Source: an optimization exercise on an open RTL-to-GDS flow (aim: small area). Production flows keep margins and buffers that such runs may drop.
In this exercise RTL edits were held to simulation tests only and were not proved equivalent to the original.
Power and IR drop assume default switching activity.

==> flow/design.v, too long to show whole: its modules and the start of the top module <==
// module ym2149_vol_table: 8199 lines
// module ym2149: 279 lines
module ym2149
(
	input      [7:0] I_DA,
	output reg [7:0] O_DA,
	output           O_DA_OE_L,
	input            I_A9_L,
	input            I_A8,
	input            I_BDIR,
	input            I_BC2,
	input            I_BC1,
	input            I_SEL_L,
	output reg [9:0] O_AUDIO,
	input      [7:0] I_IOA,
	output     [7:0] O_IOA,
	output           O_IOA_OE_L,
	input      [7:0] I_IOB,
	output     [7:0] O_IOB,
	output           O_IOB_OE_L,
	input            ENA,      
	input            RESET_L,
	input            CLK
);
  // ...
==> flow/flow/run.sh <==
#!/bin/bash
# Own layout flow: the standard layout (standard.sh) with one change. Its synthesis
# (synth_recipe.tcl, ORFS's synth.tcl) maps the logic with the area-oriented ABC script
# flow/abc.script instead of ORFS's speed script, and keeps ABC from using the two cells
# with the smallest output load limits (a2111oi_0, o311ai_0), which the routed layout's
# wires can overload. Everything else, the registers included, is the standard synthesis
# and layout.
set -euo pipefail
W=$(pwd)
X="-dont_use sky130_fd_sc_hd__a2111oi_0 -dont_use sky130_fd_sc_hd__o311ai_0"
sed "s#log_cmd abc {\*}\$abc_args#log_cmd abc {*}[lreplace \$abc_args 1 1 $W/flow/abc.script] $X#" \
  "$FLOW_HOME/scripts/synth.tcl" > "$W/own_synth_body.tcl"
grep -q "flow/abc.script" "$W/own_synth_body.tcl"
sed "s#source \$::env(SCRIPTS_DIR)/synth.tcl#source $W/own_synth_body.tcl#" synth_recipe.tcl > "$W/own_synth.tcl"
grep -q "own_synth_body.tcl" "$W/own_synth.tcl"
bash standard.sh SYNTH_SCRIPT="$W/own_synth.tcl" finish > "$W/flow_make.log" 2>&1
==> flow/flow/abc.script <==
strash
&get -n
&dch -f
&nf -a -R 1000
&put
==> flow/standard.sh <==
#!/bin/bash
# synth_recipe.tcl (not shown) runs the flow's synth.tcl, then flattens the netlist and writes it again
# the make line also repeats each setting of config.mk as NAME=value (left out here)
make -C /OpenROAD-flow-scripts/flow DESIGN_CONFIG=/design/flow/config.mk WORK_HOME=/design/flow/orfs CLKGATE_MAP_FILE= SYNTH_SCRIPT=/design/flow/synth_recipe.tcl "${@:-finish}"
==> flow/config.mk <==
export PLATFORM = sky130hd
export DESIGN_NAME = ym2149
export DESIGN_NICKNAME = ym2149
export VERILOG_FILES = /design/flow/design.v
export SDC_FILE = /design/flow/constraint.sdc
export NUM_CORES = 4
export LEC_CHECK = 0
export CAP_MARGIN = 30
export CELL_PAD_IN_SITES_DETAIL_PLACEMENT = 1
export CELL_PAD_IN_SITES_GLOBAL_PLACEMENT = 2
export CORE_MARGIN = 2
export CORE_UTILIZATION = 20
export CTS_BUF_LIST = sky130_fd_sc_hd__clkbuf_4 sky130_fd_sc_hd__clkbuf_8
export GPL_TIMING_DRIVEN = 0
export PLACE_DENSITY = 0.25
export SLEW_MARGIN = 20
export SYNTH_MEMORY_MAX_BITS = 65536
==> flow/constraint.sdc <==
create_clock -name core_clock -period 20.0 [get_ports {CLK}]
set_input_delay 4.0000 -clock core_clock [delete_from_list [all_inputs] [get_ports {CLK}]]
set_output_delay 4.0000 -clock core_clock [all_outputs]
set_load 0.01 [all_outputs]
==> impl_metrics.json, run 1 <==
{
  "wl_met1_um": 119000,
  "drv_slew": 0,
  "seq_power_share_pct": 34.7,
  "synth_area_per_cell_um2": 7.19,
  "status": "no timing/DRC/antenna violations",
  "power_leader": "clock",
  "synthToLayoutAreaGrowth_pct": 30.1,
  "fmax_mhz": 55.7,
  "crit_slowest_cell": "clkinv_1",
  "regMostFlops": "regs",
  "r2r_end": "vol_table_val[7]",
  "cp_common_cell": "nor2_1",
  "inverters_excl_clock": 116,
  "async_flop_share_pct": 0,
  "synth_top_family_by_area": "compound AO/OA/AOI/OAI gates",
  "clock-sinks": 243,
  "synth_mux_area_share_pct": 1.46,
  "design.seq.count": 243,
  "grt_usage_pct": 44.3,
  "cp.depth": 53,
  "multi_input_area_share_pct": 59.9,
  "gr-max-usage-layer": "met2",
  "postCtsSetupBuffers": 0,
  "final_area_um2": 32900,
  "slew_headroom_pct": 17.0,
  "num-nonclk-buffers": 249,
  "grt_pass1_wl_um": 382000,
  "seq_area_um2": 5870,
  "met1_usage_pct": 54.4,
  "dr_wl_met2_um": 107000,
  "rsz0062_at_grt": "false",
  "worstPathMaxFanout": 29,
  "tightest_slew_ns": 1.24,
  "sw_frac_of_total_pct": 38.6,
  "critPathCapture": "vol_table_val[7]",
  "worstReg2RegStart": "poly17[0]"
}
==> run 2: changes to the inputs <==
--- a/flow/config.mk
+++ b/flow/config.mk
@@ -6,5 +6,5 @@
 export NUM_CORES = 4
 export LEC_CHECK = 0
-export CAP_MARGIN = 30
+export CAP_MARGIN = 25
 export CELL_PAD_IN_SITES_DETAIL_PLACEMENT = 1
 export CELL_PAD_IN_SITES_GLOBAL_PLACEMENT = 2
==> run 2 against run 1 <==
- largest cell class unchanged
- critical path type unchanged
- sequential share of layout area up 0.19 points
- combinational power about the same
- fmax up 0.11%
- critical path depth down 1
==> impl_metrics.json, run 2 <==
{
  "tightest_slew_ns": 1.44,
  "fp.dieW_um": 360,
  "fmax_mhz": 55.7,
  "portBuffers": 69,
  "die_area_um2": 129000,
  "fin_crit_sh_pct": 89.7,
  "io_pins": 70,
  "synth.distinct_cells": 69,
  "syn-cell-area_um2": 25300,
  "critPathRequiredTime_ns": 20.61,
  "cts_made_buffers": 50,
  "grt_pass1_wl_um": 379000,
  "max_stage_delay_ns": 0.81,
  "rsz0062_at_grt": "false",
  "reg_top3": "regs x100, tone_gen_cnt x36, poly17 x17",
  "layout_common_cells": "nand2_1, nor2_1, a21oi_1, o21ai_0, nand3_1",
  "fin_skew_ns": 0.0717,
  "critPathCaptureType": "register",
  "drv_slew": 0,
  "cts_resized": 0,
  "drt_drc_violations_left": 0,
  "crit_slowest_cell": "clkinv_1",
  "syn_nets": 3728,
  "clock_latency_ns": 0.72,
  "synth_top_area_share_pct": 11.9,
  "p_leak_nw": 11.5,
  "mostFrequentLayoutCell": "nand2_1",
  "drv_cap": 0,
  "h-tree-depth": 2,
  "regMostFlops": "regs",
  "cts_tree": "yes",
  "dr.pass1.iters": 7,
  "critPathKind": "register to register",
  "cp_common_cell": "o21ai_0",
  "clk_path_buf_depth": 3,
  "synth-edff-count": 100,
  "setup_viol": 0,
  "finalPower_mw": 1.57,
  "antenna_left": 0,
  "clkSlewWorstSetupHoldPaths_ns": 0.06,
  "finalHoldViolCount": 0,
  "grt.overflow.total": 0,
  "nFillCells": 15142,
  "synthToLayoutAreaGrowth_pct": 28.8,
  "status": "no timing/DRC/antenna violations",
  "largest_reg_flops": 100,
  "fp.coreArea_um2": 126000,
  "postCtsSetupBuffers": 0,
  "initial_utilization_pct": 20.1,
  "post-synth-top-count-cell": "nand2_1",
  "ys_ff_latch": 243,
  "worstSetupStartpointType": "register",
  "final_layout_size_suffix_gt1_share_pct": 10.5,
  "async_flop_share_pct": 0,
  "power_density_nw_per_um2": 48.4,
  "clock-sinks": 243,
  "ys.warnings.count": 4,
  "drtIter0Drc": 6684,
  "ctsHoldBuffers": 0,
  "cts-root-buf": "clkbuf_8",
  "fp.dieH_um": 360,
  "synth_area_per_cell_um2": 7.19,
  "final_nets": 3999,
  "vdd_drop_max_mv": 0.0385,
  "synth_commonest_cells": "nand2_1, nor2_1, a21oi_1",
  "synth.largest_area_cell": "edfxtp_1",
  "grt_pass1_vias": 36808,
  "hold_path_class": "register to register",
  "syn_inst": 3515,
  "vias": 39539,
  "period_needed_ns": 17.94,
  "synthFlopType": "dfxtp_1",
  "place_congestion": 1.13,
  "pre_cts_slack_ns": 2.83,
  "num_rows": 130,
  "slew_headroom_pct": 4.03,
  "synth_seq_area_share_pct": 23.2,
  "wl_per_cell_um": 54.1,
  "setup_ws_ns": 2.06,
  "post-dp-hpwl_um": 218000,
  "via_per_inst": 7.17,
  "antenna_found_initial": 53,
  "worstPathMaxFanout": 29,
  "grt_usage_pct": 44.0,
  "wl_um": 298000,
  "synth_top_cells_by_area": "edfxtp_1, dfxtp_1, ha_1",
  "crit_arrival_ns": 18.55,
  "grt_max_degree": 84
}
[run 2: cell types whose count changed in the layout (fill, tap and decap cells not counted), moves of 3 or more]
cell,change
buf_16,-5
buf_2,-6
nor2_1,-3
buf_8,-7
buf_6,-4
buf_4,-9
nor2_2,+4
diode_2,-5
[run 2: worst max-delay path, delay by kind of cell, from the launching register on]
family                   cells  cell delay [ns]
AO/OA/AOI/OAI               21             6.31
buffers and inverters        8             3.51
AND/OR/NAND/NOR             21             5.97
flip-flops                   1             0.72
adder cells (fa/ha/maj)      2             1.23
[run 2: kinds of logic (layout without fill, tap and decap cells)]
group / after synthesis / in the layout / share of synthesized area, %
xor+xnor: 57 / 57 / 1.97
other cells: 0 / 38 / 0
compound gates: 1221 / 1221 / 31.5
mux: 34 / 34 / 1.46
buf+inv: 116 / 425 / 1.72
simple gates: 1664 / 1664 / 31.2
fa+ha+maj: 180 / 180 / 8.94
flops: 243 / 243 / 23.2
[run 2: cell type report]
type | instances | area, um^2 | area share [%]
Antenna cell | 38 | 95.1 | 0.292
Timing Repair Buffer | 219 | 3210 | 9.85
Clock buffer | 75 | 932 | 2.86
Clock inverter | 15 | 176 | 0.542
Multi-Input combinational cell | 3156 | 19700 | 60.6
Sequential cell | 243 | 5870 | 18.0
Tap cell | 1650 | 2060 | 6.34
Inverter | 116 | 492 | 1.51
[run 2: metrics by stage]
stage,setup TNS [ns],cells,hold slack [ns],cell area [um^2],utilization (%)
2_1_floorplan,0,3515,0.324,25300,-
3_3_place_gp,-181.52,5234,0.336,28000,22.3
3_5_place_dp,0,5369,0.340,31200,24.8
4_1_cts,0,5459,0.354,32300,25.7
5_1_grt,0,5481,0.361,32500,25.9
6_report,0,5512,0.353,32600,25.9
[run 2: power breakdown]
group / total (mW) / switching (mW) / internal [mW]
registers: 0.543 / 0.0127 / 0.530
clock network: 0.595 / 0.256 / 0.339
logic: 0.437 / 0.335 / 0.101
[run 2: layer usage]
metal,routed length (um),vias to the layer above,track usage [%]
li1,-,14261,-
met1,118000,20074,53.4
met2,106000,3942,54.8
met3,48400,1216,28.6
met4,25000,46,29.6
met5,802,-,3.81
[run 2: worst paths after layout]
path                         start                to  slack, ns  cells past startpoint
setup / recovery         poly17[0]  vol_table_val[5]       2.06                     52
hold / removal    vol_table_val[4]   vol_table_rd[4]       0.35                      0
setup reg to reg         poly17[0]  vol_table_val[5]       2.06                     52
hold reg to reg   vol_table_val[4]   vol_table_rd[4]       0.35                      0
==> run 3: changes to the inputs <==
--- a/flow/config.mk
+++ b/flow/config.mk
@@ -6,5 +6,5 @@
 export NUM_CORES = 4
 export LEC_CHECK = 0
-export CAP_MARGIN = 25
+export CAP_MARGIN = 20
 export CELL_PAD_IN_SITES_DETAIL_PLACEMENT = 1
 export CELL_PAD_IN_SITES_GLOBAL_PLACEMENT = 2
@@ -14,4 +14,4 @@
 export GPL_TIMING_DRIVEN = 0
 export PLACE_DENSITY = 0.25
-export SLEW_MARGIN = 20
+export SLEW_MARGIN = 15
 export SYNTH_MEMORY_MAX_BITS = 65536
==> run 3 against run 2 <==
- design area fell by 0.88%
- via count barely moved
- die area unchanged
- clock power fell by 0.7%
- wire length grew 0.19%
- register-to-register slack worse by 1.1 ns
- global-route usage up 0.11 points
- flip-flop and latch count is the same
- fmax down 5.9%
- critical endpoint is now vol_table_val[7]
- highest routed layer unchanged
==> impl_metrics.json, run 3 <==
{
  "status": "no timing/DRC/antenna violations",
  "synth-edff-count": 100,
  "vdd_drop_max_mv": 0.0390,
  "h-tree-depth": 2,
  "dr.pass1.iters": 8,
  "grt_pass1_vias": 36646,
  "place_congestion": 1.13,
  "max_stage_delay_ns": 0.91,
  "grt.overflow.total": 0,
  "fp.coreArea_um2": 126000,
  "drt_drc_violations_left": 0,
  "via_per_inst": 7.17,
  "syn_inst": 3515,
  "mostFrequentLayoutCell": "nand2_1",
  "portBuffers": 69,
  "slew_headroom_pct": 3.51,
  "final_layout_size_suffix_gt1_share_pct": 9.97,
  "fin_crit_sh_pct": 95.3,
  "critPathRequiredTime_ns": 20.64,
  "r2r_slack_ns": 0.94,
  "reg_top3": "regs x100, tone_gen_cnt x36, poly17 x17",
  "synth.distinct_cells": 69,
  "worstSetupStartpointType": "register",
  "final_area_um2": 32300,
  "syn_nets": 3728,
  "tightest_slew_ns": 1.44,
  "synthToLayoutAreaGrowth_pct": 27.6,
  "drv_slew": 0,
  "period_needed_ns": 19.06,
  "clk_path_buf_depth": 3,
  "cts_resized": 0,
  "synthFlopType": "dfxtp_1",
  "async_flop_share_pct": 0,
  "cts_made_buffers": 50,
  "cts_tree": "yes",
  "postCtsSetupBuffers": 0,
  "io_pins": 70,
  "largest_reg_flops": 100,
  "synth_area_per_cell_um2": 7.19,
  "crit_slowest_cell": "clkinv_1",
  "grt_usage_pct": 44.1,
  "ys.warnings.count": 4,
  "finalHoldViolCount": 0,
  "nFillCells": 15035,
  "fin_skew_ns": 0.0676,
  "cts-root-buf": "clkbuf_8",
  "clkSlewWorstSetupHoldPaths_ns": 0.05,
  "syn-cell-area_um2": 25300,
  "crit_path_start": "poly17[0]",
  "hold_path_class": "register to register",
  "final_util_pct": 25.7,
  "hp-start": "vol_table_val[2]",
  "ff2ff_path_depth": 51,
  "post-dp-hpwl_um": 216000,
  "worstReg2RegStart": "poly17[0]",
  "critPathCaptureType": "register",
  "cp_common_cell": "o21ai_0",
  "rsz0062_at_grt": "false",
  "crit_arrival_ns": 19.71,
  "wl_um": 299000,
  "tns_ns": 0,
  "wl_per_cell_um": 54.2,
  "fp.dieH_um": 360,
  "synth_top_area_share_pct": 11.9,
  "grt_max_degree": 84,
  "setup_ws_ns": 0.938,
  "synth.largest_area_cell": "edfxtp_1",
  "r2r_end": "vol_table_val[7]",
  "placedInstanceArea_um2": 30900,
  "critPathCapture": "vol_table_val[7]",
  "post-synth-top-count-cell": "nand2_1",
  "pre_cts_slack_ns": 1.77,
  "ys_ff_latch": 243,
  "dp.cells": 5367,
  "critPathKind": "register to register",
  "final_cells": 5512,
  "p_leak_nw": 11.4,
  "antenna_left": 0,
  "ctsHoldBuffers": 0,
  "grt_pass1_wl_um": 380000,
  "clock-sinks": 243,
  "worstPathMaxFanout": 52,
  "layout_common_cells": "nand2_1, nor2_1, a21oi_1, o21ai_0, nand3_1",
  "die_area_um2": 129000,
  "drtIter0Drc": 7043,
  "regMostFlops": "regs",
  "min_path_cells": 0,
  "antenna_found_initial": 56,
  "synth_top_cells_by_area": "edfxtp_1, dfxtp_1, ha_1",
  "synth_commonest_cells": "nand2_1, nor2_1, a21oi_1",
  "initial_utilization_pct": 20.1,
  "power_density_nw_per_um2": 48.5,
  "fp.dieW_um": 360,
  "clock_latency_ns": 0.75,
  "setup_viol": 0,
  "num_rows": 130,
  "synth_seq_area_share_pct": 23.2,
  "fmax_mhz": 52.5,
  "drv_cap": 0,
  "vias": 39519,
  "finalPower_mw": 1.57,
  "final_nets": 3994,
  "holdWs_ns": 0.349
}
## run 3: how the worst min path moves through the flow
stage,end
final,vol_table_rd[2]
after floorplan,vol_table_rd[4]
after global routing,vol_table_rd[0]
after global placement,vol_table_rd[1]
after CTS,vol_table_rd[2]
after detailed placement,vol_table_rd[8]
## run 3: where the power goes
part / leakage (nW) / switching (mW) / internal (mW)
Clock: 0.588 / 0.261 / 0.329
Combinational: 8.60 / 0.332 / 0.0996
Sequential: 2.20 / 0.0125 / 0.530
## run 3: critical path, delay by kind of cell (launching register included)
family          cells  cell delay, ns
compound gates     21            7.18
simple gates       22            5.83
buf+inv             5            3.78
fa+ha+maj           2            1.23
flops               1            0.70
mux                 1            0.09
## run 3: layout make-up
| type | instances | area (um^2) | share of cell area [%] |
|---|---|---|---|
| timing repair buffer | 214 | 3050 | 9.44 |
| multi-input combinational | 3156 | 19600 | 60.8 |
| clock inverter | 15 | 156 | 0.485 |
| tap | 1650 | 2060 | 6.40 |
| sequential | 243 | 5870 | 18.2 |
| inverter | 116 | 490 | 1.52 |
| clock buffer | 79 | 943 | 2.92 |
| antenna | 39 | 97.6 | 0.302 |
## run 3: cells by family after synthesis
| kind of cell | share of synthesized area (%) |
|---|---|
| simple gates | 31.2 |
| compound gates | 31.5 |
| flops | 23.2 |
| fa+ha+maj | 8.94 |
| buf+inv | 1.72 |
| xor+xnor | 1.97 |
| mux | 1.46 |
## run 3: metal layers
metal	vias up	wire length, um	part of all wire [%]	global-route usage, %
met3	1225	46200	15	26.0
met2	3852	107000	36	55.8
met1	20104	120000	40	54.7
met4	54	24800	8.3	29.8
met5	-	637	0.21	0.962
li1	14284	-	-	-

==> what the ideal ports hide <==
The results above use ideal ports. As a check the final layouts listed here were re-extracted and re-timed, cells and wires unchanged.
Step 1, drivers: a clkbuf_16 drives CLK and a buf_2 each remaining input, both assumed.
Step 2 adds t to the input delays and takes it off the output delays; t is the mean of the earliest and latest rising clock arrival at the registers after step 1. Input paths then give back, and output paths get back, about the clock's delay inside the block.
Slacks: ideal ports / drivers / drivers and shift; pairs: ideal ports / drivers.
run | t (ns) | slack for setup (ns) | worst hold slack (ns) | clock arrival spread, ns
run 1 | 0.734 | 2.037 / 2.037 / 2.037 | 0.348 / 0.348 / 0.348 | 0.051 / 0.050
run 2 | 0.762 | 2.057 / 2.057 / 2.057 | 0.353 / 0.353 / 0.353 | 0.079 / 0.079
run 3 | 0.770 | 0.938 / 0.938 / 0.938 | 0.349 / 0.349 / 0.349 | 0.068 / 0.068
After both steps every run listed still meets setup and hold.
